This is an optimization exercise on Yosys and OpenROAD, whose aim is small area, not a production implementation.
In this exercise RTL edits were held to simulation tests only and were not proved equivalent to the original.
The clock input has no modelled driver; a real chip could not lean on it and would need a root buffer or a full tree.
No activity file was given, so power comes from the tool's default toggle rates.

Design digital_clock, start of the top module:
module digital_clock(
    output [7:0] seg_out,
    output [3:0] seg_digit,
    input clk,
    input reset
    );
==> flow/config.mk <==
export PLATFORM = sky130hd
export DESIGN_NAME = digital_clock
export DESIGN_NICKNAME = digital_clock
export VERILOG_FILES = /design/flow/design.v
export SDC_FILE = /design/flow/constraint.sdc
export NUM_CORES = 4
export LEC_CHECK = 0
export CAP_MARGIN = 20
export CORE_MARGIN = 2
export CORE_UTILIZATION = 70
export PLACE_DENSITY = 0.75
export SLEW_MARGIN = 20
==> flow/constraint.sdc <==
create_clock -name core_clock -period 5.0 [get_ports {clk}]
set_input_delay 1.0000 -clock core_clock [delete_from_list [all_inputs] [get_ports {clk}]]
set_output_delay 1.0000 -clock core_clock [all_outputs]
set_load 0.01 [all_outputs]
standard.sh (not shown) runs the stock make flow with config.mk's settings and CLKGATE_MAP_FILE= SYNTH_SCRIPT=/design/flow/synth_recipe.tcl, a recipe that flattens the netlist after the stock synthesis.
==> flow/flow/run.sh <==
#!/bin/bash
# Own layout flow: the standard flow, except
#  - synthesis maps the logic with an area-oriented ABC script and no adder
#    cells (registers are checked to match the standard synthesis),
#  - ports are buffered with the smallest buffer,
#  - clock tree synthesis uses small clock buffers and no dummy loads.
set -euo pipefail
W=$(pwd)
F=$W/flow
R=$W/orfs/results/$FLOW_PLATFORM/digital_clock/base

# 1. the standard synthesis, for its register names
bash standard.sh synth > std_synth.log 2>&1
cp $R/1_2_yosys.v std_netlist.v

# 2. our synthesis
export OWN_ABC_SCRIPT=$F/abc_area.script
make -C $FLOW_HOME DESIGN_CONFIG=$FLOW_CONFIG WORK_HOME=$W/orfs_own CLKGATE_MAP_FILE= \
  SYNTH_SCRIPT=$F/own_synth.tcl ADDER_MAP_FILE= synth > own_synth.log 2>&1
cp $W/orfs_own/results/$FLOW_PLATFORM/digital_clock/base/1_2_yosys.v own_netlist.v
if python3 $F/regs.py std_netlist.v own_netlist.v > regs.log 2>&1; then
  cp own_netlist.v $R/1_2_yosys.v
  touch $R/1_2_yosys.v
else
  echo "registers differ; keeping the standard netlist" >> regs.log
fi

# 3. the rest of the standard flow
export BUFFER_PORTS_ARGS="-buffer_cell sky130_fd_sc_hd__buf_1"
CTS_DEFAULT="-sink_clustering_enable -repair_clock_nets -dont_use_dummy_load -buf_list {sky130_fd_sc_hd__clkbuf_2 sky130_fd_sc_hd__clkbuf_4 sky130_fd_sc_hd__clkbuf_8}"
export CTS_ARGS="${OWN_CTS_ARGS:-$CTS_DEFAULT}"
export OWN_CLK_BUF=${OWN_CLK_BUF:-sky130_fd_sc_hd__clkbuf_16}
export OWN_CLK_NBUF=${OWN_CLK_NBUF:-1}
export POST_CTS_TCL=$F/post_cts.tcl
bash standard.sh finish > finish.log 2>&1
==> flow/flow/post_cts.tcl <==
# POST_CTS_TCL hook: replace the clock tree that CTS built (a root buffer and
# four leaf buffers) with OWN_CLK_NBUF clock buffers of type OWN_CLK_BUF, each
# driven by the clock port and driving one group of registers (k-means on the
# register locations), placed at its group's centre; then re-legalise.
set block [ord::get_db_block]
set db [ord::get_db]
set clk_net [$block findNet clk]
set nbuf $::env(OWN_CLK_NBUF)
set tree {}
foreach inst [$block getInsts] {
  if { [string match "clkbuf_*" [$inst getName]] } {
    lappend tree $inst
  }
}
# register clock pins and their locations
set pins {}
foreach inst [$block getInsts] {
  if { ![[$inst getMaster] isSequential] } { continue }
  set it [$inst findITerm CLK]
  if { $it == "NULL" } { continue }
  set loc [$inst getLocation]
  lappend pins [list $it [lindex $loc 0] [lindex $loc 1]]
}
# k-means, seeded from the pins sorted by x
set sorted [lsort -integer -index 1 $pins]
set np [llength $sorted]
set cx {}
set cy {}
for { set k 0 } { $k < $nbuf } { incr k } {
  set p [lindex $sorted [expr { int(($k + 0.5) * $np / $nbuf) }]]
  lappend cx [lindex $p 1]
  lappend cy [lindex $p 2]
}
for { set iter 0 } { $iter < 20 } { incr iter } {
  set sx [lrepeat $nbuf 0.0]
  set sy [lrepeat $nbuf 0.0]
  set sn [lrepeat $nbuf 0]
  set assign {}
  foreach p $sorted {
    set best 0
    set bd 1e30
    for { set k 0 } { $k < $nbuf } { incr k } {
      set dx [expr { [lindex $p 1] - [lindex $cx $k] }]
      set dy [expr { [lindex $p 2] - [lindex $cy $k] }]
      set d [expr { abs($dx) + abs($dy) }]
      if { $d < $bd } { set bd $d; set best $k }
    }
    lappend assign $best
    lset sx $best [expr { [lindex $sx $best] + [lindex $p 1] }]
    lset sy $best [expr { [lindex $sy $best] + [lindex $p 2] }]
    lset sn $best [expr { [lindex $sn $best] + 1 }]
  }
  for { set k 0 } { $k < $nbuf } { incr k } {
    if { [lindex $sn $k] > 0 } {
      lset cx $k [expr { [lindex $sx $k] / [lindex $sn $k] }]
      lset cy $k [expr { [lindex $sy $k] / [lindex $sn $k] }]
    }
  }
}
# remove the CTS tree
foreach inst $tree {
  foreach it [$inst getITerms] {
    set net [$it getNet]
    if { $net != "NULL" && [$net getName] != "clk" } {
      $it disconnect
      if { [llength [$net getITerms]] == 0 && [llength [$net getBTerms]] == 0 } {
        odb::dbNet_destroy $net
      }
    }
  }
  odb::dbInst_destroy $inst
}
# new buffers
set buf_master [$db findMaster $::env(OWN_CLK_BUF)]
set nets {}
for { set k 0 } { $k < $nbuf } { incr k } {
  set net [odb::dbNet_create $block "clknet_own_$k"]
  $net setSigType CLOCK
  set buf [odb::dbInst_create $block $buf_master "clkbuf_own_$k"]
  [$buf findITerm A] connect $clk_net
  [$buf findITerm X] connect $net
  $buf setLocation [expr { int([lindex $cx $k]) }] [expr { int([lindex $cy $k]) }]
  $buf setPlacementStatus PLACED
  lappend nets $net
}
foreach p $sorted k $assign {
  set it [lindex $p 0]
  $it disconnect
  $it connect [lindex $nets $k]
}
puts "post_cts: [llength $tree] tree buffers replaced by $nbuf $::env(OWN_CLK_BUF) driving $np clock pins"
detailed_placement
check_placement -verbose
estimate_parasitics -placement
Other scripts of this flow, unchanged in this note and not shown: flow/flow/abc_area.script, flow/flow/own_synth.tcl, flow/flow/regs.py
Rerun with:
--- a/flow/flow/run.sh
+++ b/flow/flow/run.sh
@@ -31,4 +31,4 @@
 export CTS_ARGS="${OWN_CTS_ARGS:-$CTS_DEFAULT}"
-export OWN_CLK_BUF=${OWN_CLK_BUF:-sky130_fd_sc_hd__clkbuf_16}
-export OWN_CLK_NBUF=${OWN_CLK_NBUF:-1}
+export OWN_CLK_BUF=${OWN_CLK_BUF:-sky130_fd_sc_hd__clkbuf_4}
+export OWN_CLK_NBUF=${OWN_CLK_NBUF:-4}
 export POST_CTS_TCL=$F/post_cts.tcl
- CORE_UTILIZATION: 70 -> 40
- PLACE_DENSITY: 0.75 -> unset
Worst hold slack degrades by 23 ps. Die area came out higher by 68%. Combinational power grows by 4.0%. Final cell count is higher by 17%. Synthesized area stays the same. Worst setup slack improves by 6.4 ps.
Rerun with:
--- a/flow/flow/run.sh
+++ b/flow/flow/run.sh
@@ -31,4 +31,4 @@
 export CTS_ARGS="${OWN_CTS_ARGS:-$CTS_DEFAULT}"
-export OWN_CLK_BUF=${OWN_CLK_BUF:-sky130_fd_sc_hd__clkbuf_4}
-export OWN_CLK_NBUF=${OWN_CLK_NBUF:-4}
+export OWN_CLK_BUF=${OWN_CLK_BUF:-sky130_fd_sc_hd__buf_12}
+export OWN_CLK_NBUF=${OWN_CLK_NBUF:-1}
 export POST_CTS_TCL=$F/post_cts.tcl
- CORE_UTILIZATION: 40 -> 70
- PLACE_DENSITY: unset -> 0.75
Effect: The changed run passed the timing, DRC and antenna checks; utilization increases by 36 points; area after synthesis stays the same; global-route usage rose by 6.6 points; setup slack improved by 5.6 ps; hold slack improved by 23 ps; register-to-register slack got worse by 100 ps; cell count fell by 15%; combinational power fell by about 1%; design area falls by about 2.5%; power went down by about 2%.
Rerun with:
--- a/flow/flow/run.sh
+++ b/flow/flow/run.sh
@@ -31,3 +31,3 @@
 export CTS_ARGS="${OWN_CTS_ARGS:-$CTS_DEFAULT}"
-export OWN_CLK_BUF=${OWN_CLK_BUF:-sky130_fd_sc_hd__buf_12}
+export OWN_CLK_BUF=${OWN_CLK_BUF:-sky130_fd_sc_hd__clkbuf_16}
 export OWN_CLK_NBUF=${OWN_CLK_NBUF:-1}
- CORE_UTILIZATION: 70 -> 40
- PLACE_DENSITY: 0.75 -> unset
Outcome: Wire length went up by about 4.5%; final area went up by about 2.2%; synthesized area does not change.
Rerun with:
--- a/flow/flow/run.sh
+++ b/flow/flow/run.sh
@@ -31,4 +31,4 @@
 export CTS_ARGS="${OWN_CTS_ARGS:-$CTS_DEFAULT}"
-export OWN_CLK_BUF=${OWN_CLK_BUF:-sky130_fd_sc_hd__clkbuf_16}
-export OWN_CLK_NBUF=${OWN_CLK_NBUF:-1}
+export OWN_CLK_BUF=${OWN_CLK_BUF:-sky130_fd_sc_hd__clkbuf_4}
+export OWN_CLK_NBUF=${OWN_CLK_NBUF:-3}
 export POST_CTS_TCL=$F/post_cts.tcl
- CORE_UTILIZATION: 40 -> 70
- PLACE_DENSITY: unset -> 0.75
What happened: The changed run completed without violations. Via count rises by 5.0%. Sequential power is about the same. Wire length falls by 5.4%.
In every run of this note, the design's own scripts or RTL, not TritonCTS, make the clock network.

The RTL this note starts from:
==> flow/design.v <==
`timescale 1ns / 1ps
module digital_clock(
    output [7:0] seg_out,
    output [3:0] seg_digit,
    input clk,
    input reset
    );
	reg  [4:0] scn_q;
	wire [4:0] scn_n;
	wire [4:0] scn = scn_q ^ 5'd0;
	reg  [10:0] tim_q;
	wire [10:0] tim_n;
	wire [10:0] tim = tim_q ^ 11'd0;
	reg  [1:0] sel_q;
	wire [1:0] sel_n;
	wire [1:0] sel = sel_q ^ 2'd0;
	reg  [3:0] min01_q;
	wire [3:0] min01_n;
	wire [3:0] min01 = min01_q ^ 4'd0;
	reg  [2:0] min10_q;
	wire [2:0] min10_n;
	wire [2:0] min10 = min10_q ^ 3'd0;
	reg  [3:0] hour01_q;
	wire [3:0] hour01_n;
	wire [3:0] hour01 = hour01_q ^ 4'd4;
	reg  [1:0] hour10_q;
	wire [1:0] hour10_n;
	wire [1:0] hour10 = hour10_q ^ 2'd1;
	wire tend = ~tim[10] & tim[9] & tim[8] & ~tim[7] & (tim[6:0] == 7'd0);
	wire p1 = (~scn[2] & ~scn[0]) | (~scn[3] & ~scn[0]) | (scn[4] & scn[2] & scn[1] & scn[0]) | (scn[4] & ~scn[3] & scn[1]);
	wire mtick = tend & p1;
	wire stick = (scn[4] & ~scn[3] & scn[2] & ~scn[1]);
	wire c1 = min01[3] & min01[1];
	wire c2 = min10[2] & min10[1];
	wire c3 = hour01[3] & hour01[1];
	assign scn_n = {scn[3:0], (~scn[3] & ~scn[1]) | (~scn[4] & scn[2]) | (scn[4] & ~scn[2])};
	assign tim_n = {tim[9:0], ~(tim[10] ^ tim[8]) | tend};    
	assign sel_n = {sel[1] ^ (sel[0] & stick), sel[0] ^ stick};
	assign min01_n[0] = min01[0] ^ mtick;
	assign min01_n[1] = (min01[1] & ~min01[3]) ^ (mtick & min01[0]);
	assign min01_n[2] = min01[2] ^ (mtick & min01[0] & min01[1]);
	assign min01_n[3] = (min01[3] & ~min01[1]) | (mtick & min01[0] & min01[1] & min01[2]);
	assign min10_n[0] = min10[0] ^ c1;
	assign min10_n[1] = (min10[1] & ~min10[2]) ^ (c1 & min10[0]);
	assign min10_n[2] = min10[2] ^ (min10[1] & (min10[2] | (c1 & min10[0])));
	assign hour01_n[0] = hour01[0] ^ c2;
	assign hour01_n[1] = (hour01[1] & ~hour01[3]) ^ (c2 & hour01[0]);
	assign hour01_n[2] = (hour01[2] & ~hour10[1]) ^ (c2 & hour01[0] & hour01[1]);
	assign hour01_n[3] = (hour01[3] & ~hour01[1]) | (c2 & hour01[0] & hour01[1] & hour01[2]);
	assign hour10_n[0] = hour10[0] ^ c3;
	assign hour10_n[1] = (hour10[1] & ~hour01[2]) | (hour10[0] & c3);
	wire [1:0] dsel = {sel[1] ^ (sel[0] & stick), sel[0] ^ stick};
	assign seg_digit = ~(4'b0001 << dsel);
	wire [3:0] x;
	assign x[3] = ~sel[0] & (sel[1] ? hour01[3] : min01[3]);
	assign x[2] = sel[1] ? (~sel[0] & hour01[2]) : (sel[0] ? min10[2] : min01[2]);
	assign x[1] = sel[1] ? (sel[0] ? hour10[1] : hour01[1]) : (sel[0] ? min10[1] : min01[1]);
	assign x[0] = sel[1] ? (sel[0] ? hour10[0] : hour01[0]) : (sel[0] ? min10[0] : min01[0]);
	assign seg_out[7] = x[3] | x[1] | ~(x[2] ^ x[0]);
	assign seg_out[6] = ~(x[2] & (x[1] ^ x[0]));
	assign seg_out[5] = x[3] | x[2] | ~x[1] | x[0];
	assign seg_out[4] = ~((~x[1] & (x[2] ^ x[0])) | (x[2] & x[1] & x[0]));
	assign seg_out[3] = ~x[0] & (~x[2] | x[1]);
	assign seg_out[2] = ~((~x[3] & ~x[2] & (x[1] | x[0])) | (x[1] & x[0]));
	assign seg_out[1] = ~((~x[3] & ~x[2] & ~x[1]) | (x[2] & x[1] & x[0]) | (x[3] & x[1]));
	assign seg_out[0] = 1'b0;
	always @(posedge clk, negedge reset) begin
		if (!reset) begin
			scn_q <= 5'd9 ^ 5'd0;
			tim_q <= 11'b01110000000 ^ 11'd0;
			sel_q <= 2'b00 ^ 2'd0;
			min01_q <= 4'd0 ^ 4'd0;
			min10_q <= 3'd0 ^ 3'd0;
			hour01_q <= 4'd0 ^ 4'd4;
			hour10_q <= 2'd0 ^ 2'd1;
		end else begin
			scn_q <= scn_n ^ 5'd0;
			tim_q <= tim_n ^ 11'd0;
			sel_q <= sel_n ^ 2'd0;
			min01_q <= min01_n ^ 4'd0;
			min10_q <= min10_n ^ 3'd0;
			hour01_q <= hour01_n ^ 4'd4;
			hour10_q <= hour10_n ^ 2'd1;
		end
	end
endmodule
export LEC_CHECK = 0
export CAP_MARGIN = 20
export CORE_AREA = 2.3 2.72 59.8 59.84
export DIE_AREA = 0 0 62.1 62.1
export GPL_TIMING_DRIVEN = 0
export PLACE_DENSITY = 0.75
export SLEW_MARGIN = 20
create_clock -name core_clock -period 5.0 [get_ports {clk}]
==> flow/flow/run.sh <==
#!/bin/bash
# Own layout flow: the standard flow, except
#  - synthesis maps the logic with an area-oriented ABC script and no adder
#    cells, tried with a few seeds; the smallest netlist whose registers match
#    the standard synthesis (names and cell types) is laid out,
#  - ports are buffered with the smallest buffer (also the one synthesis puts
#    on the constant output),
#  - the clock tree CTS builds is replaced by one buffer (post_cts.tcl).
# Each tool's output goes to a log file of its own in this folder.
set -euo pipefail
W=$(pwd)
F=$W/flow
R=$W/orfs/results/$FLOW_PLATFORM/digital_clock/base

# 1. the standard synthesis, for its register names
bash standard.sh synth > std_synth.log 2>&1
cp $R/1_2_yosys.v std_netlist.v

# 2. our synthesis, with a few seeds of ABC's deepsyn; keep the smallest netlist
#    whose registers match the standard synthesis
cands=""
for seed in 0 1 2 3; do
  sed "s/@SEED@/$seed/" $F/abc_area.script > abc_area_$seed.script
  export OWN_ABC_SCRIPT=$W/abc_area_$seed.script
  make -C $FLOW_HOME DESIGN_CONFIG=$FLOW_CONFIG WORK_HOME=$W/orfs_own_$seed CLKGATE_MAP_FILE= \
    SYNTH_SCRIPT=$F/own_synth.tcl ADDER_MAP_FILE= \
    "MIN_BUF_CELL_AND_PORTS=sky130_fd_sc_hd__buf_1 A X" synth > own_synth_$seed.log 2>&1 || true
  cp $W/orfs_own_$seed/results/$FLOW_PLATFORM/digital_clock/base/1_2_yosys.v own_netlist_$seed.v || true
  cands="$cands own_netlist_$seed.v"
done
best=$(python3 $F/pick.py std_netlist.v $cands 2> pick.log)
echo "picked: $best" >> pick.log
if [[ "$best" != "none" ]]; then
  cp $best $R/1_2_yosys.v
  touch $R/1_2_yosys.v
fi

# 3. the rest of the standard flow
export BUFFER_PORTS_ARGS="-buffer_cell sky130_fd_sc_hd__buf_1"
CTS_DEFAULT="-sink_clustering_enable -repair_clock_nets -dont_use_dummy_load -buf_list {sky130_fd_sc_hd__clkbuf_2 sky130_fd_sc_hd__clkbuf_4 sky130_fd_sc_hd__clkbuf_8}"
export CTS_ARGS="${OWN_CTS_ARGS:-$CTS_DEFAULT}"
export OWN_CLK_BUF=${OWN_CLK_BUF:-sky130_fd_sc_hd__buf_12}
export OWN_CLK_NBUF=${OWN_CLK_NBUF:-1}
export POST_CTS_TCL=$F/post_cts.tcl
bash standard.sh finish > finish.log 2>&1
Scripts as last shown in full above: flow/flow/post_cts.tcl
Other scripts of this flow, unchanged in this note and not shown: flow/flow/abc_area.script, flow/flow/own_synth.tcl, flow/flow/pick.py
Then changed:
--- a/flow/config.mk
+++ b/flow/config.mk
@@ -8 +8 @@
-export CAP_MARGIN = 20
+export CAP_MARGIN = 0
@@ -13 +13 @@
-export SLEW_MARGIN = 20
+export SLEW_MARGIN = 0
What happened:
- The changed run produced a clean layout
- sequential power hardly moves
- utilization does not change
- clock skew does not change
- setup slack does not change
- die area does not change
Then changed:
--- a/flow/config.mk
+++ b/flow/config.mk
@@ -8 +8 @@
-export CAP_MARGIN = 0
+export CAP_MARGIN = 20
@@ -11 +10,0 @@
-export GPL_TIMING_DRIVEN = 0
@@ -13 +12 @@
-export SLEW_MARGIN = 0
+export SLEW_MARGIN = 20
- critical path depth is unchanged
- via count stays flat
- worst setup slack got worse by 0.024 ns
- sequential power is about the same
- global-route usage climbs by 1.0 points
- routed wire length climbs slightly
- synthesized cell count is unchanged
- cell count stays the same
- first-iteration DRC count climbs by well over a third
Then changed:
--- a/flow/flow/run.sh
+++ b/flow/flow/run.sh
@@ -22 +22 @@
-for seed in 0 1 2 3; do
+for seed in 0 1 2 3 4 5 6 7; do
--- a/flow/config.mk
+++ b/flow/config.mk
@@ -10,0 +11 @@
+export GPL_TIMING_DRIVEN = 0
Design area barely changes; clock skew is about the same; setup slack improves by 0.024 ns; maximum frequency came out higher by 0.78%.
No run of this note takes its clock network from TritonCTS; it comes from the design's own scripts or RTL.

[re-timing with driven ports]
The results above use ideal ports. As a check the final layouts listed here were re-extracted and re-timed, cells and wires unchanged.
Step 1, drivers: a clkbuf_16 drives clk and a buf_2 each remaining input, both assumed.
Step 2 moves the port delays by t, midway between the first and last clock arrival at a register: inputs arrive t later, outputs are due t later. That takes back most of the time a late clock gives input paths.
Slacks: ideal / step 1 / step 2; pairs: ideal / step 1.
run | t, ns | setup WS [ns] | worst setup path at the end | clock arrival spread, ns | worst slew at a driven data input, ns
the first run of note 1 | 0.190 | 2.138 / 2.110 / 2.300 | register to output | 0.003 / 0.003 | 0.03
the second run of note 1 | 0.181 | 2.144 / 2.107 / 2.289 | register to output | 0.031 / 0.031 | 0.03
the third run of note 1 | 0.167 | 2.150 / 2.119 / 2.286 | register to output | 0.003 / 0.002 | 0.03
the fourth run of note 1 | 0.194 | 2.093 / 2.066 / 2.260 | register to output | 0.002 / 0.002 | 0.03
the fifth run of note 1 | 0.185 | 2.183 / 2.153 / 2.339 | register to output | 0.045 / 0.045 | 0.03
the first run of note 2 | 0.167 | 1.917 / 1.888 / 2.055 | register to output | 0.004 / 0.004 | 0.03
the second run of note 2 | 0.167 | 1.917 / 1.888 / 2.055 | register to output | 0.004 / 0.004 | 0.03
the third run of note 2 | 0.170 | 1.893 / 1.864 / 2.033 | register to output | 0.002 / 0.003 | 0.03
the fourth run of note 2 | 0.167 | 1.917 / 1.888 / 2.055 | register to output | 0.004 / 0.004 | 0.03
After both steps every run listed still meets setup and hold.
